Background: an optimization exercise with open tools, aiming at small area and a short achievable clock period. Do not read the settings as production practice.
Where RTL was checked, it was by simulation tests only, not by an equivalence proof against the original.
The RTL of runs 1 and 2 was laid out without a check of its function.
No driver is modelled on the clock port, so clocking that relies on it looks cheaper here than on a real chip.

## flow/design.v (module list and top-level ports; edited modules follow where they fit)
// module FA: 4 lines
// module HA: 4 lines
// module BSEL8: 3 lines
// module BSEL8P: 3 lines
// module PG0: 4 lines
// module BLKP: 4 lines
// module BLKN: 4 lines
// module GRYP: 3 lines
// module GRYN: 3 lines
// module Multiplier: 2587 lines
// module Multiplier_Wrapper: 53 lines
module Multiplier_Wrapper #(parameter N = 32, bits = N-1, prod = 2*bits+1)(
    input clk, rst,  
    input [bits:0] a_in, b_in,  
    output reg [prod:0] p  
    );
  // ...
==> flow/flow/run.sh <==
#!/bin/bash
# Layout flow: the standard ORFS flow (standard.sh, synthesis unchanged) with
#  - every synthesized cell first set to the smallest size of its family
#    (flow/downsize.tcl), so that the repair steps size up only what timing needs;
#  - port buffers of the smallest buffer cell (buf_1) instead of the default pick;
#  - repair_timing asked to leave 14 ns of setup slack. The clock period and all
#    constraints stay the design's own; the margin only makes the repair work harder.
# Each tool's output goes to a log file of its own in this folder.
set -euo pipefail
M=14
R=orfs/results/$FLOW_PLATFORM/Multiplier_Wrapper/base
bash standard.sh SETUP_SLACK_MARGIN=$M synth > synth.log 2>&1
RESULTS=$R LIB=$FLOW_HOME/platforms/$FLOW_PLATFORM/lib/sky130_fd_sc_hd__tt_025C_1v80.lib DONT_USE="" \
  openroad -no_init -exit flow/downsize.tcl > downsize.log 2>&1
bash standard.sh SETUP_SLACK_MARGIN=$M "BUFFER_PORTS_ARGS=-buffer_cell sky130_fd_sc_hd__buf_1" \
  "POST_CTS_TCL=$PWD/flow/skew.tcl" "SKEW_CHAIN=clkdlybuf4s25_1 clkbuf_8"  finish > finish.log 2>&1
==> flow/flow/downsize.tcl <==
# Set every cell to the smallest-area member of its drive-strength family
# (same cell function, e.g. a22oi_2 -> a22oi_1). The later repair steps of the
# flow size up whatever timing needs.
set results $::env(RESULTS)
read_liberty $::env(LIB)
read_db $results/1_synth.odb
set areas [dict create]
foreach lc [get_lib_cells *] {
  dict set areas [get_name $lc] [get_property $lc area]
}
set dont_use [list]
foreach p $::env(DONT_USE) { lappend dont_use $p }
set n 0
foreach inst [get_cells *] {
  set ref [get_property $inst ref_name]
  if { ![regexp {^(sky130_fd_sc_hd__[a-z0-9]+(?:_[a-z0-9]+)*?)_([0-9]+)$} $ref -> fam drv] } { continue }
  set best $ref
  set best_area [dict get $areas $ref]
  foreach cand [dict keys $areas "${fam}_*"] {
    if { ![regexp "^${fam}_\[0-9\]+\$" $cand] } { continue }
    if { [lsearch -exact $dont_use $cand] >= 0 } { continue }
    set a [dict get $areas $cand]
    if { $a < $best_area } { set best $cand; set best_area $a }
  }
  if { $best ne $ref } {
    replace_cell $inst $best
    incr n
  }
}
puts "downsized $n cells"
write_db $results/1_synth.odb
==> flow/flow/skew.tcl <==
set block [ord::get_db_block]
set db [ord::get_db]
set chain $::env(SKEW_CHAIN)
set groups [dict create]
foreach inst [$block getInsts] {
  if { ![regexp {^p\\?\[[0-9]+\\?\]} [$inst getName]] } { continue }
  set it [$inst findITerm CLK]
  if { $it eq "NULL" } { continue }
  set net [$it getNet]
  dict lappend groups [$net getName] $inst
}
set g 0
dict for {netname insts} $groups {
  set net [$block findNet $netname]
  set sx 0
  set sy 0
  foreach inst $insts {
    set bb [$inst getBBox]
    incr sx [expr { ([$bb xMin] + [$bb xMax]) / 2 }]
    incr sy [expr { ([$bb yMin] + [$bb yMax]) / 2 }]
  }
  set n [llength $insts]
  set x [expr { $sx / $n }]
  set y [expr { $sy / $n }]
  set cur $net
  set k 0
  foreach cell $chain {
    set master [$db findMaster sky130_fd_sc_hd__$cell]
    set buf [odb::dbInst_create $block $master "pskew_${g}_${k}"]
    set out [odb::dbNet_create $block "pskew_net_${g}_${k}"]
    $out setSigType CLOCK
    [$buf findITerm A] connect $cur
    [$buf findITerm X] connect $out
    $buf setLocation $x $y
    $buf setPlacementStatus PLACED
    set cur $out
    incr k
  }
  foreach inst $insts {
    set it [$inst findITerm CLK]
    $it disconnect
    $it connect $cur
  }
  puts "skew: leaf net $netname: $n p registers behind [llength $chain] buffers"
  incr g
}
detailed_placement
check_placement -verbose
==> flow/standard.sh <==
#!/bin/bash
# synth_recipe.tcl (not shown) runs the flow's synth.tcl, then flattens the netlist and writes it again
# the make line also repeats each setting of config.mk as NAME=value (left out here)
make -C /OpenROAD-flow-scripts/flow DESIGN_CONFIG=/design/flow/config.mk WORK_HOME=/design/flow/orfs CLKGATE_MAP_FILE= SYNTH_SCRIPT=/design/flow/synth_recipe.tcl "${@:-finish}"
==> flow/config.mk <==
export PLATFORM = sky130hd
export DESIGN_NAME = Multiplier_Wrapper
export DESIGN_NICKNAME = Multiplier_Wrapper
export VERILOG_FILES = /design/flow/design.v
export SDC_FILE = /design/flow/constraint.sdc
export NUM_CORES = 4
export LEC_CHECK = 0
export CAP_MARGIN = 20
export CORE_MARGIN = 2
export CORE_UTILIZATION = 40
export SLEW_MARGIN = 20
export SYNTH_HIERARCHICAL = 1
export SYNTH_MINIMUM_KEEP_SIZE = 0
==> flow/constraint.sdc <==
create_clock -name core_clock -period 19.5 [get_ports {clk}]
set_input_delay 3.9000 -clock core_clock [delete_from_list [all_inputs] [get_ports {clk}]]
set_output_delay 3.9000 -clock core_clock [all_outputs]
set_load 0.01 [all_outputs]
==> Flow_metrics.wiki, run 1 <==
{| class="wikitable"
! Metric !! Value
|-
| Outcome || finished clean
|-
| Antenna violations before repair || 3
|-
| Kind of cell adding the most delay to the critical path || compound AO/OA/AOI/OAI gates
|-
| Crit path required time || 19870 ps
|-
| Die Footprint || 66210 um^2
|-
| Endpoint of the worst hold path || p[0]
|-
| Number of core rows || 92
|-
| Sequential fraction of total cell area || 0.1533
|-
| Filler cell count in the final layout || 6044
|-
| Fraction of met2 tracks used by global routing || 0.4853
|-
| Largest regs || p: 64 flops, t: 34 flops, a: 31 flops
|-
| Fraction of area in multi-input gates || 0.7290
|-
| Total met2 wirelength after detailed routing || 46960 um
|-
| Capture point of the critical path || t[23]
|-
| # Max-Cap Violations || 0
|-
| Wire per inst || 31.30 um
|-
| Post-synthesis instance area || 25670 um^2
|-
| Cell area after layout || 29550 um^2
|-
| Initial Utilization || 0.4054
|-
| Global-route congestion overflow total || 0
|-
| First-pass iteration count of the detailed router || 10
|-
| Multi-input combinational cell count || 2218
|-
| Routed wl met3 || 16230 um
|-
| Final antenna-violating net count || 0
|-
| Die width || 257.3 um
|-
| Core box area || 63310 um^2
|-
| Finish-stage setup viols || 0
|-
| Number of tapcells || 846
|-
| HP Start || s3[0]
|-
| Syn Inst Count || 2514
|-
| Utilization after layout || 0.4668
|-
| Placed cell count || 3507
|-
| Worst hold path depth || 4
|-
| Area of the multi-input gates || 21540 um^2
|-
| Antenna diodes || 4
|}
==> run 2, diff against run 1 <==
--- a/flow/flow/run.sh
+++ b/flow/flow/run.sh
@@ -4,9 +4,9 @@
 #    (flow/downsize.tcl), so that the repair steps size up only what timing needs;
 #  - port buffers of the smallest buffer cell (buf_1) instead of the default pick;
-#  - repair_timing asked to leave 14 ns of setup slack. The clock period and all
+#  - repair_timing asked to leave 13.5 ns of setup slack. The clock period and all
 #    constraints stay the design's own; the margin only makes the repair work harder.
 # Each tool's output goes to a log file of its own in this folder.
 set -euo pipefail
-M=14
+M=13.5
 R=orfs/results/$FLOW_PLATFORM/Multiplier_Wrapper/base
 bash standard.sh SETUP_SLACK_MARGIN=$M synth > synth.log 2>&1
==> run 2 against run 1 <==
Against the previous run: still clean; via count shrank 1.2%; flip-flop and latch count is the same; hold slack gained 30 ps; fmax shrank 4.2%; sequential share of layout area grew 0.28 points; clock skew grew 7.9 ps; register-to-register slack lost 530 ps; area after synthesis is the same; critical path type is now flip-flop to flip-flop; largest cell class unchanged.
==> Flow_metrics.wiki, run 2 <==
{| class="wikitable"
! Metric !! Value
|-
| Kind of cell adding the most delay to the critical path || adder cells (was compound AO/OA/AOI/OAI gates)
|-
| Clock transition at path regs || 70 ps (about the same)
|-
| Worst r2r path cells || 17 (was 16)
|-
| Initial Utilization || 0.4054 (unchanged)
|-
| Core box area || 63310 um^2 (unchanged)
|-
| Vias/cell || 6.988 (was 7.007)
|-
| Clock network latency to the later pin of the worst-skew pair || 930 ps (was 920 ps)
|-
| Syn Inst Count || 2514 (unchanged)
|-
| Leading cell type in the layout, fill and taps excluded || sky130_fd_sc_hd__xnor2_1 (unchanged)
|-
| Tightest Pin Transition || 1057 ps (was 1003 ps)
|-
| Highest fanout seen on the critical path || 11 (was 4)
|-
| Cell occurring most often along the worst timing path || sky130_fd_sc_hd__fa_1
|-
| Finished Layout Cells || 3565 (was 3599)
|-
| Total GRT Usage || 0.3248 (was 0.3340)
|-
| Number of failing hold endpoints at the final stage || 0 (unchanged)
|-
| Endpoint of the worst hold path || p[0] (unchanged)
|-
| Post-route setup TNS || 0 ps (unchanged)
|-
| Violation count after the first detailed-routing iteration || 3520 (was 3679)
|-
| Worst rel slew slack || 0.2957 (was 0.3315)
|-
| Crit path DAT || 6540 ps (was 6020 ps)
|-
| Chip Height || 257.3 um (unchanged)
|-
| Antenna violations before repair || 0 (was 3)
|-
| Yosys Warn Count || 7 (unchanged)
|-
| Ratio of final minimum period to clock period || 0.3022 (was 0.2897)
|-
| Placed cell count || 3515 (was 3507)
|-
| Routed met1 length || 41620 um (was 42790 um)
|-
| Capturing point of the worst reg2reg path || p[55] (was p[43])
|-
| Cell-by-cell listing of the critical path || a22o_1 -> a221oi_1 -> xnor2_1 -> fa_1 -> fa_1 -> fa_1 -> fa_1 -> fa_1 -> ha_1 -> nand2_1 -> nor2_1 -> nand2_1 -> o21ai_0 -> a21oi_1 -> o21ai_1 -> a21oi_1 -> xnor2_1 (was buf_8 -> buf_4 -> fa_2 -> a21o_1 -> a221oi_4 -> a211oi_4 -> or2_4 -> o2111ai_4 -> mux2i_1 -> a211oi_2)
|-
| Finish-stage setup viols || 0 (unchanged)
|-
| Critical Path Source Type || flip-flop (was input pin)
|-
| Max-slew violation total from the final report || 0 (unchanged)
|-
| Wire per inst || 30.57 um (was 31.30 um)
|-
| Post-synthesis instance area || 25670 um^2 (unchanged)
|-
| Number of placed I/O pins || 130 (unchanged)
|-
| PortBufs || 129 (unchanged)
|-
| Number of core rows || 92 (unchanged)
|-
| Clk sinks || 183 (unchanged)
|-
| Final antenna-violating net count || 0 (unchanged)
|-
| Post-layout nets || 3237 (was 3267)
|-
| CTS tree || done (unchanged)
|-
| Maximum number of pins on one net before global-route repair || 65 (unchanged)
|-
| Routed wire length || 109000 um (was 112600 um)
|-
| Total met2 wirelength after detailed routing || 45750 um (was 46960 um)
|-
| Worst setup skew after layout || 435.7 ps (was 427.8 ps)
|-
| Worst Setup Slack post-DPL || 12870 ps (was 13030 ps)
|-
| Vias || 24910 (was 25220)
|-
| Unrepaired setup endpoints after global routing || false (was true)
|-
| Global-route congestion overflow total || 0 (unchanged)
|-
| Worst setup EP type || flip-flop (unchanged)
|-
| Proportion of layout cells with a drive suffix above 1 || 0.06032 (was 0.1128)
|-
| Routed wl met3 || 15730 um (was 16230 um)
|-
| Largest register FFs || 64 (unchanged)
|-
| Die Footprint || 66210 um^2 (unchanged)
|-
| Wire length of the first global-routing pass || 162900 um (was 166100 um)
|-
| Antenna diodes || 0 (was 4)
|-
| Crit path required time || 20140 ps (was 19870 ps)
|-
| Mean cell area of the mapped netlist || 10.21 um^2 (unchanged)
|-
| Tmin final || 5893 ps (was 5649 ps)
|-
| Highest-count cells in the layout ignoring fill and taps || sky130_fd_sc_hd__xnor2_1, sky130_fd_sc_hd__a22o_1, sky130_fd_sc_hd__a221oi_1 (unchanged)
|-
| Worst R2R Start || t[25] (was neg[1])
|-
| # Max-Cap Violations || 0 (unchanged)
|-
| Outcome || finished clean (unchanged)
|-
| First-pass iteration count of the detailed router || 9 (was 10)
|-
| Largest regs || p: 64 flops, t: 34 flops, a: 31 flops (unchanged)
|-
| Most flops, register || p (unchanged)
|-
| RePlAce Congestion || 0.9408 (was 0.9797)
|-
| HP Start || neg[0] (was s3[0])
|-
| Critical Path Slowest Stage Cell || sky130_fd_sc_hd__dfxtp_1 (was sky130_fd_sc_hd__fa_2)
|-
| Synth-to-Final Area Change || 10.99% (was 15.14%)
|-
| Topmost layer with routed signal wires || met5 (unchanged)
|-
| Worst min-delay path class || flip-flop to flip-flop (unchanged)
|-
| Worst path setup slack after routing || 13610 ps (was 13850 ps)
|-
| CP max stage delay || 980 ps (was 380 ps)
|-
| Die width || 257.3 um (unchanged)
|-
| Worst setup path category || flip-flop to flip-flop (was input pin to flip-flop)
|-
| Vias in the first global route || 25390 (was 25660)
|-
| Worst path buffer plus inverter count || 0 (was 2)
|-
| Reg-to-reg setup timing slack || 13610 ps (was 14140 ps)
|-
| Filler cell count in the final layout || 6063 (was 6044)
|-
| Achievable clock frequency || 169.7 MHz (was 177.0 MHz)
|-
| Post-detailed-route DRC marker count || 0 (unchanged)
|-
| Worst hold path depth || 2 (was 4)
|-
| Post-DP HPWL || 69980 um (was 71070 um)
|}
run 2: routing by layer:
layer  vias to the layer above  track usage
met3                       509       0.1288
met5                         -      0.01023
met4                         2       0.1556
met1                     12080       0.4134
li1                      10300            -
met2                      2031       0.4784
run 2: final cells by class, clock buffers not listed:
class | count | area (um^2) | share of cell area
multi-input cells | 2218 | 20980 | 0.7366
clock inverters | 15 | 178.9 | 0.006280
repair buffers | 180 | 867.1 | 0.03044
plain buffers | 16 | 190.2 | 0.006676
flip-flops and latches | 183 | 4446 | 0.1560
inverters | 90 | 339.1 | 0.01190
well taps | 846 | 1059 | 0.03716
run 2: how the worst max path moves through the flow:
stage | start | to | depth (start not counted)
finish | t[25] | p[55] | 17
global route | a_in[10] | t[30] | 9
detailed placement | a_in[1] | t[31] | 10
floorplan | a_in[0] | t[23] | 9
global placement | a_in[1] | t[31] | 10
run 2: through the flow:
step	utilization	instance area, um^2	hold slack [ps]
final	0.4500	28490	868.3
after global routing	0.4500	28490	866.0
after detailed placement	0.4359	27590	1197
after global placement	0.4359	27590	1203
after floorplan	-	25730	1086
run 2: tightest hold or removal path, stage by stage (launching register included):
cell,delay (ps)
sky130_fd_sc_hd__dfxtp_2,320
sky130_fd_sc_hd__buf_4,310
sky130_fd_sc_hd__ha_1,440
==> module Multiplier_Wrapper, before the edit <==
module Multiplier_Wrapper #(parameter N = 32, bits = N-1, prod = 2*bits+1)(
    input clk, rst,  
    input [bits:0] a_in, b_in,  
    output reg [prod:0] p  
    );
    reg [bits:0] a;  
    reg [33:0] t;  
    reg [10:0] s1, s2, s3, s4;  
    reg [9:0] neg;  
    wire [prod:0] product;  
    wire [35:0] bx = {3'b000, b_in, 1'b0};
    wire [10:0] s1_in, s2_in, s3_in, s4_in, neg_in;
    genvar i;
    generate
        for (i = 0; i < 11; i = i + 1) begin : enc
            wire q3 = bx[3*i+3], q2 = bx[3*i+2], q1 = bx[3*i+1], q0 = bx[3*i];
            wire [2:0] u = {1'b0, q2, 1'b0} + q1 + q0;
            wire [2:0] m = q3 ? 3'd4 - u : u;
            assign s1_in[i] = m == 3'd1;
            assign s2_in[i] = m == 3'd2;
            assign s3_in[i] = m == 3'd3;
            assign s4_in[i] = m == 3'd4;
            assign neg_in[i] = q3;
        end
    endgenerate
    always @ (posedge clk) begin
        if(rst) begin  
            {s1, s2, s3, s4} <= 44'b0;
            neg <= 10'b0;
        end else begin
            s1 <= s1_in;
            s2 <= s2_in;
            s3 <= s3_in;
            s4 <= s4_in;
            neg <= neg_in[9:0];
            p <= product;
        end
    end
    always @ (posedge clk) begin
        a <= a_in;
        t <= {2'b00, a_in} + {1'b0, a_in, 1'b0};
    end
    Multiplier mul (
        .a(a),
        .t(t),
        .s1(s1),
        .s2(s2),
        .s3(s3),
        .s4(s4),
        .neg(neg),
        .p(product)
    );
endmodule
==> run 3, diff against run 2 <==
--- a/flow/design.v
+++ b/flow/design.v
@@ -2618,4 +2618,527 @@
     assign p[63] = ~(pr1896 ^ g2423);
 endmodule
+module Times3 (input [31:0] x, output [33:0] t);
+    wire gn2425;
+    wire pr2426;
+    wire gn2428;
+    wire pr2429;
+    wire gn2431;
+    wire pr2432;
+    wire gn2434;
+    wire pr2435;
+    wire gn2437;
+    wire pr2438;
+    wire gn2440;
+    wire pr2441;
+    wire gn2443;
+    wire pr2444;
+    wire gn2446;
+    wire pr2447;
+    wire gn2449;
+    wire pr2450;
+    wire gn2452;
+    wire pr2453;
+    wire gn2455;
+    wire pr2456;
+    wire gn2458;
+    wire pr2459;
+    wire gn2461;
+    wire pr2462;
+    wire gn2464;
+    wire pr2465;
+    wire gn2467;
+    wire pr2468;
+    wire gn2470;
+    wire pr2471;
+    wire gn2473;
+    wire pr2474;
+    wire gn2476;
+    wire pr2477;
+    wire gn2479;
+    wire pr2480;
+    wire gn2482;
+    wire pr2483;
+    wire gn2485;
+    wire pr2486;
+    wire gn2488;
+    wire pr2489;
+    wire gn2491;
+    wire pr2492;
+    wire gn2494;
+    wire pr2495;
+    wire gn2497;
+    wire pr2498;
+    wire gn2500;
+    wire pr2501;
+    wire gn2503;
+    wire pr2504;
+    wire gn2506;
+    wire pr2507;
+    wire gn2509;
+    wire pr2510;
+    wire gn2512;
+    wire pr2513;
+    wire gn2515;
+    wire pr2516;
+    wire g2518;
+    wire p2519;
+    wire g2521;
+    wire p2522;
+    wire g2524;
+    wire p2525;
+    wire g2527;
+    wire p2528;
+    wire g2530;
+    wire p2531;
+    wire g2533;
+    wire p2534;
+    wire g2536;
+    wire p2537;
+    wire g2539;
+    wire p2540;
+    wire g2542;
+    wire p2543;
+    wire g2545;
+    wire p2546;
+    wire g2548;
+    wire p2549;
+    wire g2551;
+    wire p2552;
+    wire g2554;
+    wire p2555;
+    wire g2557;
+    wire p2558;
+    wire g2560;
+    wire p2561;
+    wire g2563;
+    wire p2564;
+    wire g2566;
+    wire p2567;
+    wire g2569;
+    wire p2570;
+    wire g2572;
+    wire p2573;
+    wire g2575;
+    wire p2576;
+    wire g2578;
+    wire p2579;
+    wire g2581;
+    wire p2582;
+    wire g2584;
+    wire p2585;
+    wire g2587;
+    wire p2588;
+    wire g2590;
+    wire p2591;
+    wire g2593;
+    wire p2594;
+    wire g2596;
+    wire p2597;
+    wire g2599;
+    wire p2600;
+    wire g2602;
+    wire p2603;
+    wire g2605;
+    wire p2606;
+    wire gc2608;
+    wire pc2609;
+    wire g2610;
+    wire ni2611;
+    wire g2613;
+    wire p2614;
+    wire g2616;
+    wire p2617;
+    wire g2619;
+    wire p2620;
+    wire g2622;
+    wire p2623;
+    wire g2625;
+    wire p2626;
+    wire g2628;
+    wire p2629;
+    wire g2631;
+    wire p2632;
+    wire g2634;
+    wire p2635;
+    wire g2637;
+    wire p2638;
+    wire g2640;
+    wire p2641;
+    wire g2643;
+    wire p2644;
+    wire g2646;
+    wire p2647;
+    wire g2649;
+    wire p2650;
+    wire g2652;
+    wire p2653;
+    wire g2655;
+    wire p2656;
+    wire g2658;
+    wire p2659;
+    wire g2661;
+    wire p2662;
+    wire g2664;
+    wire p2665;
+    wire g2667;
+    wire p2668;
+    wire g2670;
+    wire p2671;
+    wire g2673;
+    wire p2674;
+    wire g2676;
+    wire p2677;
+    wire g2679;
+    wire p2680;
+    wire g2682;
+    wire p2683;
+    wire g2685;
+    wire p2686;
+    wire g2688;
+    wire p2689;
+    wire g2691;
+    wire p2692;
+    wire g2694;
+    wire p2695;
+    wire g2697;
+    wire p2698;
+    wire ni2699;
+    wire ni2700;
+    wire g2702;
+    wire g2704;
+    wire ni2705;
+    wire g2707;
+    wire g2709;
+    wire p2710;
+    wire g2712;
+    wire p2713;
+    wire g2715;
+    wire p2716;
+    wire g2718;
+    wire p2719;
+    wire g2721;
+    wire p2722;
+    wire g2724;
+    wire p2725;
+    wire g2727;
+    wire p2728;
+    wire g2730;
+    wire p2731;
+    wire g2733;
+    wire p2734;
+    wire g2736;
+    wire p2737;
+    wire g2739;
+    wire p2740;
+    wire g2742;
+    wire p2743;
+    wire g2745;
+    wire p2746;
+    wire g2748;
+    wire p2749;
+    wire g2751;
+    wire p2752;
+    wire g2754;
+    wire p2755;
+    wire g2757;
+    wire p2758;
+    wire g2760;
+    wire p2761;
+    wire g2763;
+    wire p2764;
+    wire g2766;
+    wire p2767;
+    wire g2769;
+    wire p2770;
+    wire g2772;
+    wire p2773;
+    wire g2775;
+    wire p2776;
+    wire g2778;
+    wire p2779;
+    wire g2781;
+    wire p2782;
+    wire ni2783;
+    wire ni2784;
+    wire g2786;
+    wire g2788;
+    wire g2790;
+    wire ni2791;
+    wire g2793;
+    wire ni2794;
+    wire g2796;
+    wire g2798;
+    wire g2800;
+    wire g2802;
+    wire p2803;
+    wire g2805;
+    wire p2806;
+    wire g2808;
+    wire p2809;
+    wire g2811;
+    wire p2812;
+    wire g2814;
+    wire p2815;
+    wire g2817;
+    wire p2818;
+    wire g2820;
+    wire p2821;
+    wire g2823;
+    wire p2824;
+    wire g2826;
+    wire p2827;
+    wire g2829;
+    wire p2830;
+    wire g2832;
+    wire p2833;
+    wire g2835;
+    wire p2836;
+    wire g2838;
+    wire p2839;
+    wire g2841;
+    wire p2842;
+    wire g2844;
+    wire p2845;
+    wire g2847;
+    wire p2848;
+    wire g2850;
+    wire p2851;
+    wire ni2852;
+    wire ni2853;
+    wire g2855;
+    wire g2857;
+    wire g2859;
+    wire g2861;
+    wire g2863;
+    wire ni2864;
+    wire g2866;
+    wire ni2867;
+    wire g2869;
+    wire ni2870;
+    wire g2872;
+    wire ni2873;
+    wire g2875;
+    wire g2877;
+    wire g2879;
+    wire g2881;
+    wire g2883;
+    wire g2885;
+    wire g2887;
+    wire g2889;
+    wire p2890;
+    wire ni2891;
+    wire ni2892;
+    PG0 u2427 (.x(x[1]), .y(x[0]), .g(gn2425), .p(pr2426));
+    PG0 u2430 (.x(x[2]), .y(x[1]), .g(gn2428), .p(pr2429));
+    PG0 u2433 (.x(x[3]), .y(x[2]), .g(gn2431), .p(pr2432));
+    PG0 u2436 (.x(x[4]), .y(x[3]), .g(gn2434), .p(pr2435));
+    PG0 u2439 (.x(x[5]), .y(x[4]), .g(gn2437), .p(pr2438));
+    PG0 u2442 (.x(x[6]), .y(x[5]), .g(gn2440), .p(pr2441));
+    PG0 u2445 (.x(x[7]), .y(x[6]), .g(gn2443), .p(pr2444));
+    PG0 u2448 (.x(x[8]), .y(x[7]), .g(gn2446), .p(pr2447));
+    PG0 u2451 (.x(x[9]), .y(x[8]), .g(gn2449), .p(pr2450));
+    PG0 u2454 (.x(x[10]), .y(x[9]), .g(gn2452), .p(pr2453));
+    PG0 u2457 (.x(x[11]), .y(x[10]), .g(gn2455), .p(pr2456));
+    PG0 u2460 (.x(x[12]), .y(x[11]), .g(gn2458), .p(pr2459));
+    PG0 u2463 (.x(x[13]), .y(x[12]), .g(gn2461), .p(pr2462));
+    PG0 u2466 (.x(x[14]), .y(x[13]), .g(gn2464), .p(pr2465));
+    PG0 u2469 (.x(x[15]), .y(x[14]), .g(gn2467), .p(pr2468));
+    PG0 u2472 (.x(x[16]), .y(x[15]), .g(gn2470), .p(pr2471));
+    PG0 u2475 (.x(x[17]), .y(x[16]), .g(gn2473), .p(pr2474));
+    PG0 u2478 (.x(x[18]), .y(x[17]), .g(gn2476), .p(pr2477));
+    PG0 u2481 (.x(x[19]), .y(x[18]), .g(gn2479), .p(pr2480));
+    PG0 u2484 (.x(x[20]), .y(x[19]), .g(gn2482), .p(pr2483));
+    PG0 u2487 (.x(x[21]), .y(x[20]), .g(gn2485), .p(pr2486));
+    PG0 u2490 (.x(x[22]), .y(x[21]), .g(gn2488), .p(pr2489));
+    PG0 u2493 (.x(x[23]), .y(x[22]), .g(gn2491), .p(pr2492));
+    PG0 u2496 (.x(x[24]), .y(x[23]), .g(gn2494), .p(pr2495));
+    PG0 u2499 (.x(x[25]), .y(x[24]), .g(gn2497), .p(pr2498));
+    PG0 u2502 (.x(x[26]), .y(x[25]), .g(gn2500), .p(pr2501));
+    PG0 u2505 (.x(x[27]), .y(x[26]), .g(gn2503), .p(pr2504));
+    PG0 u2508 (.x(x[28]), .y(x[27]), .g(gn2506), .p(pr2507));
+    PG0 u2511 (.x(x[29]), .y(x[28]), .g(gn2509), .p(pr2510));
+    PG0 u2514 (.x(x[30]), .y(x[29]), .g(gn2512), .p(pr2513));
+    PG0 u2517 (.x(x[31]), .y(x[30]), .g(gn2515), .p(pr2516));
+    BLKP u2520 (.g(gn2428), .p(pr2429), .gl(gn2425), .pl(pr2426), .gn(g2518), .pn(p2519));
+    BLKP u2523 (.g(gn2431), .p(pr2432), .gl(gn2428), .pl(pr2429), .gn(g2521), .pn(p2522));
+    BLKP u2526 (.g(gn2434), .p(pr2435), .gl(gn2431), .pl(pr2432), .gn(g2524), .pn(p2525));
+    BLKP u2529 (.g(gn2437), .p(pr2438), .gl(gn2434), .pl(pr2435), .gn(g2527), .pn(p2528));
+    BLKP u2532 (.g(gn2440), .p(pr2441), .gl(gn2437), .pl(pr2438), .gn(g2530), .pn(p2531));
+    BLKP u2535 (.g(gn2443), .p(pr2444), .gl(gn2440), .pl(pr2441), .gn(g2533), .pn(p2534));
+    BLKP u2538 (.g(gn2446), .p(pr2447), .gl(gn2443), .pl(pr2444), .gn(g2536), .pn(p2537));
+    BLKP u2541 (.g(gn2449), .p(pr2450), .gl(gn2446), .pl(pr2447), .gn(g2539), .pn(p2540));
+    BLKP u2544 (.g(gn2452), .p(pr2453), .gl(gn2449), .pl(pr2450), .gn(g2542), .pn(p2543));
+    BLKP u2547 (.g(gn2455), .p(pr2456), .gl(gn2452), .pl(pr2453), .gn(g2545), .pn(p2546));
+    BLKP u2550 (.g(gn2458), .p(pr2459), .gl(gn2455), .pl(pr2456), .gn(g2548), .pn(p2549));
+    BLKP u2553 (.g(gn2461), .p(pr2462), .gl(gn2458), .pl(pr2459), .gn(g2551), .pn(p2552));
+    BLKP u2556 (.g(gn2464), .p(pr2465), .gl(gn2461), .pl(pr2462), .gn(g2554), .pn(p2555));
+    BLKP u2559 (.g(gn2467), .p(pr2468), .gl(gn2464), .pl(pr2465), .gn(g2557), .pn(p2558));
+    BLKP u2562 (.g(gn2470), .p(pr2471), .gl(gn2467), .pl(pr2468), .gn(g2560), .pn(p2561));
+    BLKP u2565 (.g(gn2473), .p(pr2474), .gl(gn2470), .pl(pr2471), .gn(g2563), .pn(p2564));
+    BLKP u2568 (.g(gn2476), .p(pr2477), .gl(gn2473), .pl(pr2474), .gn(g2566), .pn(p2567));
+    BLKP u2571 (.g(gn2479), .p(pr2480), .gl(gn2476), .pl(pr2477), .gn(g2569), .pn(p2570));
+    BLKP u2574 (.g(gn2482), .p(pr2483), .gl(gn2479), .pl(pr2480), .gn(g2572), .pn(p2573));
+    BLKP u2577 (.g(gn2485), .p(pr2486), .gl(gn2482), .pl(pr2483), .gn(g2575), .pn(p2576));
+    BLKP u2580 (.g(gn2488), .p(pr2489), .gl(gn2485), .pl(pr2486), .gn(g2578), .pn(p2579));
+    BLKP u2583 (.g(gn2491), .p(pr2492), .gl(gn2488), .pl(pr2489), .gn(g2581), .pn(p2582));
+    BLKP u2586 (.g(gn2494), .p(pr2495), .gl(gn2491), .pl(pr2492), .gn(g2584), .pn(p2585));
+    BLKP u2589 (.g(gn2497), .p(pr2498), .gl(gn2494), .pl(pr2495), .gn(g2587), .pn(p2588));
+    BLKP u2592 (.g(gn2500), .p(pr2501), .gl(gn2497), .pl(pr2498), .gn(g2590), .pn(p2591));
+    BLKP u2595 (.g(gn2503), .p(pr2504), .gl(gn2500), .pl(pr2501), .gn(g2593), .pn(p2594));
+    BLKP u2598 (.g(gn2506), .p(pr2507), .gl(gn2503), .pl(pr2504), .gn(g2596), .pn(p2597));
+    BLKP u2601 (.g(gn2509), .p(pr2510), .gl(gn2506), .pl(pr2507), .gn(g2599), .pn(p2600));
+    BLKP u2604 (.g(gn2512), .p(pr2513), .gl(gn2509), .pl(pr2510), .gn(g2602), .pn(p2603));
+    BLKP u2607 (.g(gn2515), .p(pr2516), .gl(gn2512), .pl(pr2513), .gn(g2605), .pn(p2606));
+    assign gc2608 = 1'b0 | (x[31] & gn2515);
+    assign pc2609 = x[31] & pr2516;
+    assign ni2611 = ~gn2425;
+    GRYN u2612 (.gn(g2521), .pn(p2522), .gln(ni2611), .g(g2610));
+    BLKN u2615 (.gn(g2524), .pn(p2525), .gln(g2518), .pln(p2519), .g(g2613), .p(p2614));
+    BLKN u2618 (.gn(g2527), .pn(p2528), .gln(g2521), .pln(p2522), .g(g2616), .p(p2617));
+    BLKN u2621 (.gn(g2530), .pn(p2531), .gln(g2524), .pln(p2525), .g(g2619), .p(p2620));
+    BLKN u2624 (.gn(g2533), .pn(p2534), .gln(g2527), .pln(p2528), .g(g2622), .p(p2623));
+    BLKN u2627 (.gn(g2536), .pn(p2537), .gln(g2530), .pln(p2531), .g(g2625), .p(p2626));
+    BLKN u2630 (.gn(g2539), .pn(p2540), .gln(g2533), .pln(p2534), .g(g2628), .p(p2629));
+    BLKN u2633 (.gn(g2542), .pn(p2543), .gln(g2536), .pln(p2537), .g(g2631), .p(p2632));
+    BLKN u2636 (.gn(g2545), .pn(p2546), .gln(g2539), .pln(p2540), .g(g2634), .p(p2635));
+    BLKN u2639 (.gn(g2548), .pn(p2549), .gln(g2542), .pln(p2543), .g(g2637), .p(p2638));
+    BLKN u2642 (.gn(g2551), .pn(p2552), .gln(g2545), .pln(p2546), .g(g2640), .p(p2641));
+    BLKN u2645 (.gn(g2554), .pn(p2555), .gln(g2548), .pln(p2549), .g(g2643), .p(p2644));
+    BLKN u2648 (.gn(g2557), .pn(p2558), .gln(g2551), .pln(p2552), .g(g2646), .p(p2647));
+    BLKN u2651 (.gn(g2560), .pn(p2561), .gln(g2554), .pln(p2555), .g(g2649), .p(p2650));
+    BLKN u2654 (.gn(g2563), .pn(p2564), .gln(g2557), .pln(p2558), .g(g2652), .p(p2653));
+    BLKN u2657 (.gn(g2566), .pn(p2567), .gln(g2560), .pln(p2561), .g(g2655), .p(p2656));
+    BLKN u2660 (.gn(g2569), .pn(p2570), .gln(g2563), .pln(p2564), .g(g2658), .p(p2659));
+    BLKN u2663 (.gn(g2572), .pn(p2573), .gln(g2566), .pln(p2567), .g(g2661), .p(p2662));
+    BLKN u2666 (.gn(g2575), .pn(p2576), .gln(g2569), .pln(p2570), .g(g2664), .p(p2665));
+    BLKN u2669 (.gn(g2578), .pn(p2579), .gln(g2572), .pln(p2573), .g(g2667), .p(p2668));
+    BLKN u2672 (.gn(g2581), .pn(p2582), .gln(g2575), .pln(p2576), .g(g2670), .p(p2671));
+    BLKN u2675 (.gn(g2584), .pn(p2585), .gln(g2578), .pln(p2579), .g(g2673), .p(p2674));
+    BLKN u2678 (.gn(g2587), .pn(p2588), .gln(g2581), .pln(p2582), .g(g2676), .p(p2677));
+    BLKN u2681 (.gn(g2590), .pn(p2591), .gln(g2584), .pln(p2585), .g(g2679), .p(p2680));
+    BLKN u2684 (.gn(g2593), .pn(p2594), .gln(g2587), .pln(p2588), .g(g2682), .p(p2683));
+    BLKN u2687 (.gn(g2596), .pn(p2597), .gln(g2590), .pln(p2591), .g(g2685), .p(p2686));
+    BLKN u2690 (.gn(g2599), .pn(p2600), .gln(g2593), .pln(p2594), .g(g2688), .p(p2689));
+    BLKN u2693 (.gn(g2602), .pn(p2603), .gln(g2596), .pln(p2597), .g(g2691), .p(p2692));
+    BLKN u2696 (.gn(g2605), .pn(p2606), .gln(g2599), .pln(p2600), .g(g2694), .p(p2695));
+    assign ni2699 = ~g2602;
+    assign ni2700 = ~p2603;
+    BLKP u2701 (.g(gc2608), .p(pc2609), .gl(ni2699), .pl(ni2700), .gn(g2697), .pn(p2698));
+    GRYP u2703 (.g(g2616), .p(p2617), .gl(gn2425), .gn(g2702));
+    assign ni2705 = ~g2518;
+    GRYP u2706 (.g(g2619), .p(p2620), .gl(ni2705), .gn(g2704));
+    GRYP u2708 (.g(g2622), .p(p2623), .gl(g2610), .gn(g2707));
+    BLKP u2711 (.g(g2625), .p(p2626), .gl(g2613), .pl(p2614), .gn(g2709), .pn(p2710));
+    BLKP u2714 (.g(g2628), .p(p2629), .gl(g2616), .pl(p2617), .gn(g2712), .pn(p2713));
+    BLKP u2717 (.g(g2631), .p(p2632), .gl(g2619), .pl(p2620), .gn(g2715), .pn(p2716));
+    BLKP u2720 (.g(g2634), .p(p2635), .gl(g2622), .pl(p2623), .gn(g2718), .pn(p2719));
+    BLKP u2723 (.g(g2637), .p(p2638), .gl(g2625), .pl(p2626), .gn(g2721), .pn(p2722));
+    BLKP u2726 (.g(g2640), .p(p2641), .gl(g2628), .pl(p2629), .gn(g2724), .pn(p2725));
+    BLKP u2729 (.g(g2643), .p(p2644), .gl(g2631), .pl(p2632), .gn(g2727), .pn(p2728));
+    BLKP u2732 (.g(g2646), .p(p2647), .gl(g2634), .pl(p2635), .gn(g2730), .pn(p2731));
+    BLKP u2735 (.g(g2649), .p(p2650), .gl(g2637), .pl(p2638), .gn(g2733), .pn(p2734));
+    BLKP u2738 (.g(g2652), .p(p2653), .gl(g2640), .pl(p2641), .gn(g2736), .pn(p2737));
+    BLKP u2741 (.g(g2655), .p(p2656), .gl(g2643), .pl(p2644), .gn(g2739), .pn(p2740));
+    BLKP u2744 (.g(g2658), .p(p2659), .gl(g2646), .pl(p2647), .gn(g2742), .pn(p2743));
+    BLKP u2747 (.g(g2661), .p(p2662), .gl(g2649), .pl(p2650), .gn(g2745), .pn(p2746));
+    BLKP u2750 (.g(g2664), .p(p2665), .gl(g2652), .pl(p2653), .gn(g2748), .pn(p2749));
+    BLKP u2753 (.g(g2667), .p(p2668), .gl(g2655), .pl(p2656), .gn(g2751), .pn(p2752));
+    BLKP u2756 (.g(g2670), .p(p2671), .gl(g2658), .pl(p2659), .gn(g2754), .pn(p2755));
+    BLKP u2759 (.g(g2673), .p(p2674), .gl(g2661), .pl(p2662), .gn(g2757), .pn(p2758));
+    BLKP u2762 (.g(g2676), .p(p2677), .gl(g2664), .pl(p2665), .gn(g2760), .pn(p2761));
+    BLKP u2765 (.g(g2679), .p(p2680), .gl(g2667), .pl(p2668), .gn(g2763), .pn(p2764));
+    BLKP u2768 (.g(g2682), .p(p2683), .gl(g2670), .pl(p2671), .gn(g2766), .pn(p2767));
+    BLKP u2771 (.g(g2685), .p(p2686), .gl(g2673), .pl(p2674), .gn(g2769), .pn(p2770));
+    BLKP u2774 (.g(g2688), .p(p2689), .gl(g2676), .pl(p2677), .gn(g2772), .pn(p2773));
+    BLKP u2777 (.g(g2691), .p(p2692), .gl(g2679), .pl(p2680), .gn(g2775), .pn(p2776));
+    BLKP u2780 (.g(g2694), .p(p2695), .gl(g2682), .pl(p2683), .gn(g2778), .pn(p2779));
+    assign ni2783 = ~g2685;
+    assign ni2784 = ~p2686;
+    BLKN u2785 (.gn(g2697), .pn(p2698), .gln(ni2783), .pln(ni2784), .g(g2781), .p(p2782));
+    GRYN u2787 (.gn(g2712), .pn(p2713), .gln(ni2611), .g(g2786));
+    GRYN u2789 (.gn(g2715), .pn(p2716), .gln(g2518), .g(g2788));
+    assign ni2791 = ~g2610;
+    GRYN u2792 (.gn(g2718), .pn(p2719), .gln(ni2791), .g(g2790));
+    assign ni2794 = ~g2613;
+    GRYN u2795 (.gn(g2721), .pn(p2722), .gln(ni2794), .g(g2793));
+    GRYN u2797 (.gn(g2724), .pn(p2725), .gln(g2702), .g(g2796));
+    GRYN u2799 (.gn(g2727), .pn(p2728), .gln(g2704), .g(g2798));
+    GRYN u2801 (.gn(g2730), .pn(p2731), .gln(g2707), .g(g2800));
+    BLKN u2804 (.gn(g2733), .pn(p2734), .gln(g2709), .pln(p2710), .g(g2802), .p(p2803));
+    BLKN u2807 (.gn(g2736), .pn(p2737), .gln(g2712), .pln(p2713), .g(g2805), .p(p2806));
+    BLKN u2810 (.gn(g2739), .pn(p2740), .gln(g2715), .pln(p2716), .g(g2808), .p(p2809));
+    BLKN u2813 (.gn(g2742), .pn(p2743), .gln(g2718), .pln(p2719), .g(g2811), .p(p2812));
+    BLKN u2816 (.gn(g2745), .pn(p2746), .gln(g2721), .pln(p2722), .g(g2814), .p(p2815));
+    BLKN u2819 (.gn(g2748), .pn(p2749), .gln(g2724), .pln(p2725), .g(g2817), .p(p2818));
+    BLKN u2822 (.gn(g2751), .pn(p2752), .gln(g2727), .pln(p2728), .g(g2820), .p(p2821));
+    BLKN u2825 (.gn(g2754), .pn(p2755), .gln(g2730), .pln(p2731), .g(g2823), .p(p2824));
+    BLKN u2828 (.gn(g2757), .pn(p2758), .gln(g2733), .pln(p2734), .g(g2826), .p(p2827));
+    BLKN u2831 (.gn(g2760), .pn(p2761), .gln(g2736), .pln(p2737), .g(g2829), .p(p2830));
+    BLKN u2834 (.gn(g2763), .pn(p2764), .gln(g2739), .pln(p2740), .g(g2832), .p(p2833));
+    BLKN u2837 (.gn(g2766), .pn(p2767), .gln(g2742), .pln(p2743), .g(g2835), .p(p2836));
+    BLKN u2840 (.gn(g2769), .pn(p2770), .gln(g2745), .pln(p2746), .g(g2838), .p(p2839));
+    BLKN u2843 (.gn(g2772), .pn(p2773), .gln(g2748), .pln(p2749), .g(g2841), .p(p2842));
+    BLKN u2846 (.gn(g2775), .pn(p2776), .gln(g2751), .pln(p2752), .g(g2844), .p(p2845));
+    BLKN u2849 (.gn(g2778), .pn(p2779), .gln(g2754), .pln(p2755), .g(g2847), .p(p2848));
+    assign ni2852 = ~g2757;
+    assign ni2853 = ~p2758;
+    BLKP u2854 (.g(g2781), .p(p2782), .gl(ni2852), .pl(ni2853), .gn(g2850), .pn(p2851));
+    GRYP u2856 (.g(g2805), .p(p2806), .gl(gn2425), .gn(g2855));
+    GRYP u2858 (.g(g2808), .p(p2809), .gl(ni2705), .gn(g2857));
+    GRYP u2860 (.g(g2811), .p(p2812), .gl(g2610), .gn(g2859));
+    GRYP u2862 (.g(g2814), .p(p2815), .gl(g2613), .gn(g2861));
+    assign ni2864 = ~g2702;
+    GRYP u2865 (.g(g2817), .p(p2818), .gl(ni2864), .gn(g2863));
+    assign ni2867 = ~g2704;
+    GRYP u2868 (.g(g2820), .p(p2821), .gl(ni2867), .gn(g2866));
+    assign ni2870 = ~g2707;
+    GRYP u2871 (.g(g2823), .p(p2824), .gl(ni2870), .gn(g2869));
+    assign ni2873 = ~g2709;
+    GRYP u2874 (.g(g2826), .p(p2827), .gl(ni2873), .gn(g2872));
+    GRYP u2876 (.g(g2829), .p(p2830), .gl(g2786), .gn(g2875));
+    GRYP u2878 (.g(g2832), .p(p2833), .gl(g2788), .gn(g2877));
+    GRYP u2880 (.g(g2835), .p(p2836), .gl(g2790), .gn(g2879));
+    GRYP u2882 (.g(g2838), .p(p2839), .gl(g2793), .gn(g2881));
+    GRYP u2884 (.g(g2841), .p(p2842), .gl(g2796), .gn(g2883));
+    GRYP u2886 (.g(g2844), .p(p2845), .gl(g2798), .gn(g2885));
+    GRYP u2888 (.g(g2847), .p(p2848), .gl(g2800), .gn(g2887));
+    assign ni2891 = ~g2802;
+    assign ni2892 = ~p2803;
+    BLKN u2893 (.gn(g2850), .pn(p2851), .gln(ni2891), .pln(ni2892), .g(g2889), .p(p2890));
+    assign t[0] = x[0];
+    assign t[1] = pr2426;
+    assign t[2] = (pr2429 ^ gn2425);
+    assign t[3] = ~(pr2432 ^ g2518);
+    assign t[4] = (pr2435 ^ g2610);
+    assign t[5] = (pr2438 ^ g2613);
+    assign t[6] = ~(pr2441 ^ g2702);
+    assign t[7] = ~(pr2444 ^ g2704);
+    assign t[8] = ~(pr2447 ^ g2707);
+    assign t[9] = ~(pr2450 ^ g2709);
+    assign t[10] = (pr2453 ^ g2786);
+    assign t[11] = (pr2456 ^ g2788);
+    assign t[12] = (pr2459 ^ g2790);
+    assign t[13] = (pr2462 ^ g2793);
+    assign t[14] = (pr2465 ^ g2796);
+    assign t[15] = (pr2468 ^ g2798);
+    assign t[16] = (pr2471 ^ g2800);
+    assign t[17] = (pr2474 ^ g2802);
+    assign t[18] = ~(pr2477 ^ g2855);
+    assign t[19] = ~(pr2480 ^ g2857);
+    assign t[20] = ~(pr2483 ^ g2859);
+    assign t[21] = ~(pr2486 ^ g2861);
+    assign t[22] = ~(pr2489 ^ g2863);
+    assign t[23] = ~(pr2492 ^ g2866);
+    assign t[24] = ~(pr2495 ^ g2869);
+    assign t[25] = ~(pr2498 ^ g2872);
+    assign t[26] = ~(pr2501 ^ g2875);
+    assign t[27] = ~(pr2504 ^ g2877);
+    assign t[28] = ~(pr2507 ^ g2879);
+    assign t[29] = ~(pr2510 ^ g2881);
+    assign t[30] = ~(pr2513 ^ g2883);
+    assign t[31] = ~(pr2516 ^ g2885);
+    assign t[32] = ~(x[31] ^ g2887);
+    assign t[33] = g2889;
+endmodule
 module Multiplier_Wrapper #(parameter N = 32, bits = N-1, prod = 2*bits+1)(
     input clk, rst,  
@@ -2628,4 +3151,6 @@
     reg [9:0] neg;  
     wire [prod:0] product;  
+    wire [33:0] t_in;
+    Times3 times3 (.x(a_in), .t(t_in));
     wire [35:0] bx = {3'b000, b_in, 1'b0};
     wire [10:0] s1_in, s2_in, s3_in, s4_in, neg_in;
@@ -2658,5 +3183,5 @@
     always @ (posedge clk) begin
         a <= a_in;
-        t <= {2'b00, a_in} + {1'b0, a_in, 1'b0};
+        t <= t_in;
     end
     Multiplier mul (
==> flow/flow/run.sh (replaced) <==
#!/bin/bash
# Layout flow: the standard ORFS flow (standard.sh, synthesis unchanged) with
#  - every synthesized cell first set to the smallest size of its family
#    (flow/downsize.tcl), so that the repair steps size up only what timing needs;
#  - port buffers of the smallest buffer cell (buf_1) instead of the default pick;
#  - repair_timing asked to leave 14.2 ns of setup slack. The clock period and all
#    constraints stay the design's own; the margin only makes the repair work harder.
# Each tool's output goes to a log file of its own in this folder.
set -euo pipefail
M=14.2
R=orfs/results/$FLOW_PLATFORM/Multiplier_Wrapper/base
bash standard.sh SETUP_SLACK_MARGIN=$M synth > synth.log 2>&1
RESULTS=$R LIB=$FLOW_HOME/platforms/$FLOW_PLATFORM/lib/sky130_fd_sc_hd__tt_025C_1v80.lib DONT_USE="" \
  openroad -no_init -exit flow/downsize.tcl > downsize.log 2>&1
bash standard.sh SETUP_SLACK_MARGIN=$M "BUFFER_PORTS_ARGS=-buffer_cell sky130_fd_sc_hd__buf_1" \
  "POST_CTS_TCL=$PWD/flow/skew.tcl" "SKEW_CHAIN=clkbuf_1 clkbuf_8"  finish > finish.log 2>&1
==> run 3 against run 2 <==
Against the previous run: fmax up 12%; highest routed layer unchanged; largest cell class unchanged; utilization up 3.0 points; critical endpoint is now t[27]; clock skew down 180 ps; global-route usage up 2.2 points; critical path type is now input pin to flip-flop; final area up 8.2%.
==> Flow_metrics.wiki, run 3 <==
{| class="wikitable"
! Metric !! Value
|-
| Utilization after layout || 0.4799 (was 0.4500)
|-
| Total GRT Usage || 0.3470 (was 0.3248)
|-
| Grt met3 use || 0.1452 (was 0.1288)
|-
| Wire length of the first global-routing pass || 173600 um (was 162900 um)
|-
| Unrepaired setup endpoints after global routing || true (was false)
|-
| Antenna diodes || 0 (unchanged)
|-
| Vias || 25830 (was 24910)
|-
| Launching instance or port of the critical path || a_in[4] (was t[25])
|-
| Max-slew violation total from the final report || 0 (unchanged)
|-
| Post-route setup TNS || 0 ps (unchanged)
|-
| Vias in the first global route || 26320 (was 25390)
|-
| Number of failing hold endpoints at the final stage || 0 (unchanged)
|-
| Finish-stage setup viols || 0 (unchanged)
|-
| Largest register FFs || 64 (unchanged)
|-
| Global-route congestion overflow total || 0 (unchanged)
|-
| Crit path DAT || 5680 ps (was 6540 ps)
|-
| Chip Height || 258.4 um (was 257.3 um)
|-
| CTS tree || done (unchanged)
|-
| Routed wire length || 117700 um (was 109000 um)
|-
| Outcome || finished clean (unchanged)
|-
| Worst setup path category || input pin to flip-flop (was flip-flop to flip-flop)
|-
| Worst min-delay path class || flip-flop to flip-flop (unchanged)
|-
| Post-layout nets || 3361 (was 3237)
|-
| Highest fanout seen on the critical path || 4 (was 11)
|-
| RePlAce Congestion || 0.9849 (was 0.9408)
|-
| PortBufs || 129 (unchanged)
|-
| Vias/cell || 6.963 (was 6.988)
|-
| Tightest Pin Transition || 1009 ps (was 1057 ps)
|-
| Core box area || 64230 um^2 (was 63310 um^2)
|-
| Highest-count cells in the layout ignoring fill and taps || sky130_fd_sc_hd__xnor2_1, sky130_fd_sc_hd__a22o_1, sky130_fd_sc_hd__a221oi_1 (unchanged)
|-
| Die width || 258.4 um (was 257.3 um)
|-
| Tmin final || 5267 ps (was 5893 ps)
|-
| Antenna violations before repair || 3 (was 0)
|-
| Worst setup EP type || flip-flop (unchanged)
|-
| Violation count after the first detailed-routing iteration || 3602 (was 3520)
|-
| Global routing met1 resource utilization || 0.4332 (was 0.4134)
|-
| HP Start || neg[0] (unchanged)
|-
| Die Footprint || 66790 um^2 (was 66210 um^2)
|-
| Fraction of met2 tracks used by global routing || 0.5111 (was 0.4784)
|-
| Clock transition at path regs || 90 ps (was 70 ps)
|-
| Ratio of final minimum period to clock period || 0.2701 (was 0.3022)
|-
| Syn Inst Count || 2591 (was 2514)
|-
| Crit path required time || 19920 ps (was 20140 ps)
|-
| Post-detailed-route DRC marker count || 0 (unchanged)
|-
| Achievable clock frequency || 189.9 MHz (was 169.7 MHz)
|-
| Final antenna-violating net count || 0 (unchanged)
|-
| Worst rel slew slack || 0.3266 (was 0.2957)
|-
| Critical Path Source Type || input pin (was flip-flop)
|-
| Number of placed I/O pins || 130 (unchanged)
|-
| Clock network latency to the later pin of the worst-skew pair || 750 ps (was 930 ps)
|-
| Number of core rows || 93 (was 92)
|-
| Wire per inst || 31.72 um (was 30.57 um)
|-
| # Max-Cap Violations || 0 (unchanged)
|-
| Clk sinks || 184 (was 183)
|-
| Maximum number of pins on one net before global-route repair || 66 (was 65)
|-
| Mean cell area of the mapped netlist || 9.994 um^2 (was 10.21 um^2)
|-
| Worst hold path depth || 2 (unchanged)
|-
| Initial Utilization || 0.4031 (was 0.4054)
|-
| Largest regs || p: 64 flops, t: 34 flops, a: 32 flops (was p: 64 flops, t: 34 flops, a: 31 flops)
|-
| Post-synthesis instance area || 25890 um^2 (was 25670 um^2)
|-
| First-pass iteration count of the detailed router || 9 (unchanged)
|-
| Leading cell type in the layout, fill and taps excluded || sky130_fd_sc_hd__xnor2_1 (unchanged)
|-
| Proportion of layout cells with a drive suffix above 1 || 0.1548 (was 0.06032)
|-
| Most flops, register || p (unchanged)
|-
| Post-DP HPWL || 75920 um (was 69980 um)
|-
| Most used routing layer in global routing || met2 (unchanged)
|-
| Worst setup skew after layout || 252.0 ps (was 435.7 ps)
|-
| Worst r2r path cells || 18 (was 17)
|-
| Synth-to-Final Area Change || 19.05% (was 10.99%)
|-
| Worst R2R Start || a[26] (was t[25])
|-
| Yosys Warn Count || 7 (unchanged)
|}
## run 3: changes by cell type in the layout (fill, tap and decap cells not counted), sizes merged, moves of 14 or more
cell   delta
a21oi    +42
buf      +50
nand2    +28
nand3    -18
nor2     +29
nor3     +14
nor4     -19
o21ai    +39
xor2     +15
## run 3: worst max-delay path: stages
cell	delay, ps
sky130_fd_sc_hd__buf_1	200
sky130_fd_sc_hd__ha_1	330
sky130_fd_sc_hd__a21oi_1	250
sky130_fd_sc_hd__o21ai_0	210
sky130_fd_sc_hd__a21oi_1	200
sky130_fd_sc_hd__o21ai_1	160
sky130_fd_sc_hd__a21oi_1	250
sky130_fd_sc_hd__xnor2_1	170
## run 3: per-layer routing
metal	vias to the layer above	part of all wire
li1	10650	-
met2	2088	0.41
met3	579	0.14
met5	-	0.00087
met4	6	0.059
met1	12510	0.38
## run 3: layout make-up, clock buffers not listed
class / instances / area (um^2)
plain buffers: 14 / 122.6
repair buffers: 234 / 1729
fillers: 6099 / 33400
multi-input cells: 2307 / 22420
well taps: 855 / 1070
inverters: 84 / 315.3
flip-flops and latches: 184 / 4521
clock inverters: 15 / 222.7
## run 3: final timing paths
kind	endpoint	slack [ps]
min reg2reg	p[0]	1030
max	t[27]	14230
min	p[0]	1030
max reg2reg	p[59]	14240
## run 3: stage by stage
step | worst slack, ps | instances | hold slack, ps | area [um^2]
2_1_floorplan | 14230 | 2600 | 1055 | 25940
3_3_place_gp | 13040 | 3616 | 1212 | 27880
3_5_place_dp | 13130 | 3616 | 1205 | 27880
5_1_grt | 14160 | 3710 | 1015 | 30830
6_report | 14230 | 3710 | 1027 | 30830
==> run 4, diff against run 3 <==
==> flow/flow/run.sh (replaced) <==
#!/bin/bash
# Layout flow: the standard ORFS flow (standard.sh, synthesis unchanged) with
#  - every synthesized cell first set to the smallest size of its family
#    (flow/downsize.tcl), so that the repair steps size up only what timing needs;
#  - port buffers of the smallest buffer cell (buf_1) instead of the default pick;
#  - repair_timing asked to leave 14 ns of setup slack. The clock period and all
#    constraints stay the design's own; the margin only makes the repair work harder.
# Each tool's output goes to a log file of its own in this folder.
set -euo pipefail
M=14
R=orfs/results/$FLOW_PLATFORM/Multiplier_Wrapper/base
bash standard.sh SETUP_SLACK_MARGIN=$M synth > synth.log 2>&1
RESULTS=$R LIB=$FLOW_HOME/platforms/$FLOW_PLATFORM/lib/sky130_fd_sc_hd__tt_025C_1v80.lib DONT_USE="" \
  openroad -no_init -exit flow/downsize.tcl > downsize.log 2>&1
bash standard.sh SETUP_SLACK_MARGIN=$M "BUFFER_PORTS_ARGS=-buffer_cell sky130_fd_sc_hd__buf_1" \
  "POST_CTS_TCL=$PWD/flow/skew.tcl" "SKEW_CHAIN=clkdlybuf4s25_1 clkbuf_8"  finish > finish.log 2>&1
--- a/flow/config.mk
+++ b/flow/config.mk
@@ -9,4 +9,5 @@
 export CORE_MARGIN = 2
 export CORE_UTILIZATION = 40
+export GPL_TIMING_DRIVEN = 1
 export SLEW_MARGIN = 20
 export SYNTH_HIERARCHICAL = 1
==> run 4 against run 3 <==
Against the previous run: flip-flop and latch count unchanged; routed wire length is 2.5% lower; die area unchanged; synthesized cell count unchanged; via count down 1.5%; largest cell class unchanged.
==> Flow_metrics.wiki, run 4 <==
{| class="wikitable"
! Metric !! Value
|-
| Post-DP HPWL || 77610 um (was 75920 um)
|-
| Routed met1 length || 44370 um (was 45080 um)
|-
| Worst r2r path cells || 16 (was 18)
|-
| Critical Path Source Type || input pin (unchanged)
|-
| Worst setup EP type || flip-flop (unchanged)
|-
| First-pass iteration count of the detailed router || 7 (was 9)
|-
| Synth-to-Final Area Change || 14.03% (was 19.05%)
|-
| Total met2 wirelength after detailed routing || 47950 um (was 48760 um)
|-
| Violation count after the first detailed-routing iteration || 3870 (was 3602)
|-
| Global-route congestion overflow total || 0 (unchanged)
|-
| Largest regs || p: 64 flops, t: 34 flops, a: 32 flops (unchanged)
|-
| Finish-stage setup viols || 0 (unchanged)
|-
| RePlAce Congestion || 0.9658 (was 0.9849)
|-
| Vias/cell || 6.912 (was 6.963)
|-
| Vias || 25440 (was 25830)
|-
| Topmost layer with routed signal wires || met5 (unchanged)
|-
| Routed wire length || 114800 um (was 117700 um)
|-
| Initial Utilization || 0.4031 (unchanged)
|-
| Capturing point of the worst reg2reg path || p[37] (was p[59])
|-
| Most flops, register || p (unchanged)
|-
| Filler cell count in the final layout || 6252 (was 6099)
|-
| Placed cell count || 3615 (was 3616)
|-
| Cell-by-cell listing of the critical path || buf_1 -> ha_1 -> a21oi_1 -> o21ai_1 -> a21oi_2 -> o21ai_1 -> a21oi_1 -> xnor2_1 (was buf_1 -> ha_1 -> a21oi_1 -> o21ai_0 -> a21oi_1 -> o21ai_1 -> a21oi_1 -> xnor2_1)
|-
| Number of failing hold endpoints at the final stage || 0 (unchanged)
|-
| Number of placed I/O pins || 130 (unchanged)
|-
| Unrepaired setup endpoints after global routing || false (was true)
|-
| Die width || 258.4 um (unchanged)
|-
| Chip Height || 258.4 um (unchanged)
|-
| Total GRT Usage || 0.3392 (was 0.3470)
|-
| Yosys Warn Count || 7 (unchanged)
|-
| Number of core rows || 93 (unchanged)
|-
| CTS tree || done (unchanged)
|-
| Launching instance or port of the critical path || a_in[2] (was a_in[4])
|-
| Tightest Pin Transition || 1060 ps (was 1009 ps)
|-
| # Max-Cap Violations || 0 (unchanged)
|-
| Highest fanout seen on the critical path || 4 (unchanged)
|-
| Crit path required time || 19920 ps (about the same)
|-
| Vias in the first global route || 25720 (was 26320)
|-
| Tmin final || 5421 ps (was 5267 ps)
|-
| Maximum number of pins on one net before global-route repair || 68 (was 66)
|-
| Die Footprint || 66790 um^2 (unchanged)
|-
| Post-route setup TNS || 0 ps (unchanged)
|-
| Clock transition at path regs || 80 ps (was 90 ps)
|-
| Worst R2R Start || neg[3] (was a[26])
|-
| Core box area || 64230 um^2 (unchanged)
|-
| Ratio of final minimum period to clock period || 0.2780 (was 0.2701)
|-
| Clock network latency to the later pin of the worst-skew pair || 910 ps (was 750 ps)
|-
| Capture point of the critical path || t[32] (was t[27])
|-
| Worst setup skew after layout || 424.7 ps (was 252.0 ps)
|-
| Clk sinks || 184 (unchanged)
|-
| Outcome || finished clean (unchanged)
|-
| Leading cell type in the layout, fill and taps excluded || sky130_fd_sc_hd__xnor2_1 (unchanged)
|-
| Worst setup path category || input pin to flip-flop (unchanged)
|-
| Wire length of the first global-routing pass || 169700 um (was 173600 um)
|-
| Final antenna-violating net count || 0 (unchanged)
|-
| CP max stage delay || 370 ps (was 330 ps)
|-
| Finished Layout Cells || 3680 (was 3710)
|-
| Syn Inst Count || 2591 (unchanged)
|-
| Mean cell area of the mapped netlist || 9.994 um^2 (unchanged)
|-
| Max-slew violation total from the final report || 0 (unchanged)
|-
| Reg-to-reg setup timing slack || 14200 ps (was 14240 ps)
|-
| Post-layout nets || 3329 (was 3361)
|-
| Post-detailed-route DRC marker count || 0 (unchanged)
|-
| Proportion of layout cells with a drive suffix above 1 || 0.1002 (was 0.1548)
|-
| Routed wl met3 || 16120 um (was 16810 um)
|-
| Worst min-delay path class || flip-flop to flip-flop (unchanged)
|-
| PortBufs || 129 (unchanged)
|-
| Wire per inst || 31.19 um (was 31.72 um)
|-
| Achievable clock frequency || 184.5 MHz (was 189.9 MHz)
|-
| Critical Path Slowest Stage Cell || sky130_fd_sc_hd__ha_1 (unchanged)
|-
| Post-synthesis instance area || 25890 um^2 (unchanged)
|-
| Crit path DAT || 5840 ps (was 5680 ps)
|-
| Highest-count cells in the layout ignoring fill and taps || sky130_fd_sc_hd__xnor2_1, sky130_fd_sc_hd__a22o_1, sky130_fd_sc_hd__a221oi_1 (unchanged)
|-
| Antenna violations before repair || 3 (unchanged)
|-
| Largest register FFs || 64 (unchanged)
|-
| Worst rel slew slack || 0.2934 (was 0.3266)
|}
## run 4: worst max-delay path, delay by kind of cell
family,cells,cell delay [ps]
compound gates,5,1290
fa+ha+maj,1,370
xor+xnor,1,170
buf+inv,1,100
## run 4: through the flow
stage	worst slack [ps]	util	instance area, um^2	hold slack [ps]
5_1_grt	14000	0.4596	29520	834.3
3_3_place_gp	12640	0.4339	27870	1185
2_1_floorplan	14020	-	25930	1055
3_5_place_dp	12920	0.4339	27870	1182
6_report	14080	0.4597	29530	847.5
## run 4: area by class of cell, clock buffers not listed
cell class | instances | area (um^2) | area share
tap | 855 | 1070 | 0.03623
buffer | 14 | 166.4 | 0.005636
timing repair buffer | 202 | 1116 | 0.03780
multi-input combinational | 2307 | 21740 | 0.7362
clock inverter | 15 | 197.7 | 0.006696
inverter | 84 | 315.3 | 0.01068
sequential | 184 | 4493 | 0.1522
antenna | 2 | 5.005 | 0.0001695
## run 4: worst min path at each step
stage / cells after the start / from / endpoint
2_1_floorplan: 2 / neg[0] / p[2]
3_3_place_gp: 2 / neg[0] / p[0]
3_5_place_dp: 2 / neg[0] / p[0]
5_1_grt: 2 / neg[0] / p[0]
6_report: 2 / neg[0] / p[0]
## run 4: layer usage
layer  GRT usage  up-vias
met3      0.1337      461
met5    0.008547        -
li1            -    10560
met2      0.4927     1996
met1      0.4350    12420
met4      0.1718        4
==> run 5, diff against run 4 <==
--- a/flow/config.mk
+++ b/flow/config.mk
@@ -9,5 +9,4 @@
 export CORE_MARGIN = 2
 export CORE_UTILIZATION = 40
-export GPL_TIMING_DRIVEN = 1
 export SLEW_MARGIN = 20
 export SYNTH_HIERARCHICAL = 1
==> run 5 against run 4 <==
Against the previous run: still clean on timing, DRC and antenna; final cell count unchanged; hold slack is the same; global-route usage unchanged; die area stayed put; final area is the same; critical path depth did not move; critical path type unchanged; critical endpoint unchanged.
==> Flow_metrics.wiki, run 5 <==
{| class="wikitable"
! Metric !! Value
|-
| Total GRT Usage || 0.3392 (unchanged)
|-
| First-pass iteration count of the detailed router || 7 (unchanged)
|-
| Worst setup path category || input pin to flip-flop (unchanged)
|-
| Total number of cells along the worst setup path || 8 (unchanged)
|-
| Wire length of the first global-routing pass || 169700 um (unchanged)
|-
| Number of placed I/O pins || 130 (unchanged)
|-
| CTS tree || done (unchanged)
|-
| Filler cell count in the final layout || 6252 (unchanged)
|-
| Worst min-delay path class || flip-flop to flip-flop (unchanged)
|-
| Cell-by-cell listing of the critical path || buf_1 -> ha_1 -> a21oi_1 -> o21ai_1 -> a21oi_2 -> o21ai_1 -> a21oi_1 -> xnor2_1 (unchanged)
|-
| Critical Path Slowest Stage Cell || sky130_fd_sc_hd__ha_1 (unchanged)
|-
| Number of failing hold endpoints at the final stage || 0 (unchanged)
|-
| Post-synthesis instance area || 25890 um^2 (unchanged)
|-
| Routed wire length || 114800 um (unchanged)
|-
| Critical Path Source Type || input pin (unchanged)
|-
| Post-route setup TNS || 0 ps (unchanged)
|-
| PortBufs || 129 (unchanged)
|-
| Outcome || finished clean (unchanged)
|-
| Mean cell area of the mapped netlist || 9.994 um^2 (unchanged)
|-
| Cell area after layout || 29530 um^2 (unchanged)
|-
| Post-layout nets || 3329 (unchanged)
|-
| Tmin final || 5421 ps (unchanged)
|-
| Worst path buffer plus inverter count || 1 (unchanged)
|-
| Tightest Pin Transition || 1060 ps (unchanged)
|-
| Initial Utilization || 0.4031 (unchanged)
|-
| Register area || 4493 um^2 (unchanged)
|-
| Core box area || 64230 um^2 (unchanged)
|-
| Area of the multi-input gates || 21740 um^2 (unchanged)
|-
| Maximum number of pins on one net before global-route repair || 68 (unchanged)
|-
| Worst rel slew slack || 0.2934 (unchanged)
|-
| Worst hold path depth || 2 (unchanged)
|-
| Worst r2r path cells || 16 (unchanged)
|-
| Yosys Warn Count || 7 (unchanged)
|-
| Worst setup EP type || flip-flop (unchanged)
|-
| Clock network latency to the later pin of the worst-skew pair || 910 ps (about the same)
|-
| Vias in the first global route || 25720 (unchanged)
|-
| Die width || 258.4 um (unchanged)
|-
| Wire per inst || 31.19 um (unchanged)
|-
| Highest-count cells in the layout ignoring fill and taps || sky130_fd_sc_hd__xnor2_1, sky130_fd_sc_hd__a22o_1, sky130_fd_sc_hd__a221oi_1 (unchanged)
|-
| Post-DP HPWL || 77610 um (unchanged)
|-
| Die Footprint || 66790 um^2 (unchanged)
|-
| Global-route congestion overflow total || 0 (unchanged)
|-
| Crit path required time || 19920 ps (about the same)
|-
| Highest fanout seen on the critical path || 4 (unchanged)
|-
| # Max-Cap Violations || 0 (unchanged)
|-
| Most flops, register || p (unchanged)
|}
[run 5: final timing paths]
path / from / to / slack [ps]
worst max-delay path: a_in[2] / t[32] / 14080
worst min-delay path: neg[0] / p[0] / 850
worst max register to register: neg[3] / p[37] / 14200
worst min register to register: neg[0] / p[0] / 850
[run 5: worst min-delay path: stages, from the launching register on]
cell,delay (ps)
sky130_fd_sc_hd__dfxtp_2,320
sky130_fd_sc_hd__buf_4,330
sky130_fd_sc_hd__ha_1,450
[run 5: metrics by stage]
step / setup slack [ps] / utilization / cells
2_1_floorplan: 14020 / - / 2600
3_3_place_gp: 12640 / 0.4339 / 3615
3_5_place_dp: 12920 / 0.4339 / 3615
5_1_grt: 14000 / 0.4596 / 3678
6_report: 14080 / 0.4597 / 3680
[run 5: layout make-up, clock buffers not listed]
cell class,count,share of cell area
multi-input cells,2307,0.7362
flip-flops and latches,184,0.1522
repair buffers,202,0.03780
well taps,855,0.03623
inverters,84,0.01068
clock inverters,15,0.006696
plain buffers,14,0.005636
diodes,2,0.0001695
[run 5: routing by layer]
layer / vias to the layer above / track usage / routed length, um
li1: 10560 / - / -
met1: 12420 / 0.4350 / 44370
met2: 1996 / 0.4927 / 47950
met3: 461 / 0.1337 / 16120
met4: 4 / 0.1718 / 6243
met5: - / 0.008547 / 86

[static timing again, ports no longer ideal]
In the flow no input, the clock included, has a driving cell. The finished layouts below were timed again as built, in two steps.
Step 1 sets driving cells, clkbuf_16 on the clock port and buf_2 on the other inputs (assumed; they add their load-dependent delay and slew).
Step 2, shift: input delay + t, output delay - t, t = (earliest + latest rising clock arrival at the registers) / 2. This alone moves slack from input paths to output paths.
Three values: no drivers, after step 1, after step 2; two values: the first two.
run | t, ns | setup WS [ns] | latest minus earliest clock arrival (ns) | worst register clock-pin slew, ns | worst data-port slew with drivers (ns)
run 1 | 0.762 | 13.851 / 13.868 / 13.107 | 0.428 / 0.427 | 0.08 / 0.08 | 0.06
run 2 | 0.766 | 13.607 / 13.607 / 12.924 | 0.438 / 0.438 | 0.09 / 0.09 | 0.06
run 3 | 0.681 | 14.233 / 14.237 / 13.592 | 0.252 / 0.252 | 0.09 / 0.09 | 0.05
run 4 | 0.760 | 14.079 / 14.070 / 13.358 | 0.425 / 0.425 | 0.09 / 0.09 | 0.04
run 5 | 0.760 | 14.079 / 14.070 / 13.358 | 0.425 / 0.425 | 0.09 / 0.09 | 0.04
In run 1, run 2, run 4 and run 5 the clock reaches the registers at very different times; t lies between them, and the last value is a rough guide only. For run 1, which loses most, drivers alone change the setup slack by +0.017 ns; drivers and shift together by -0.744 ns.
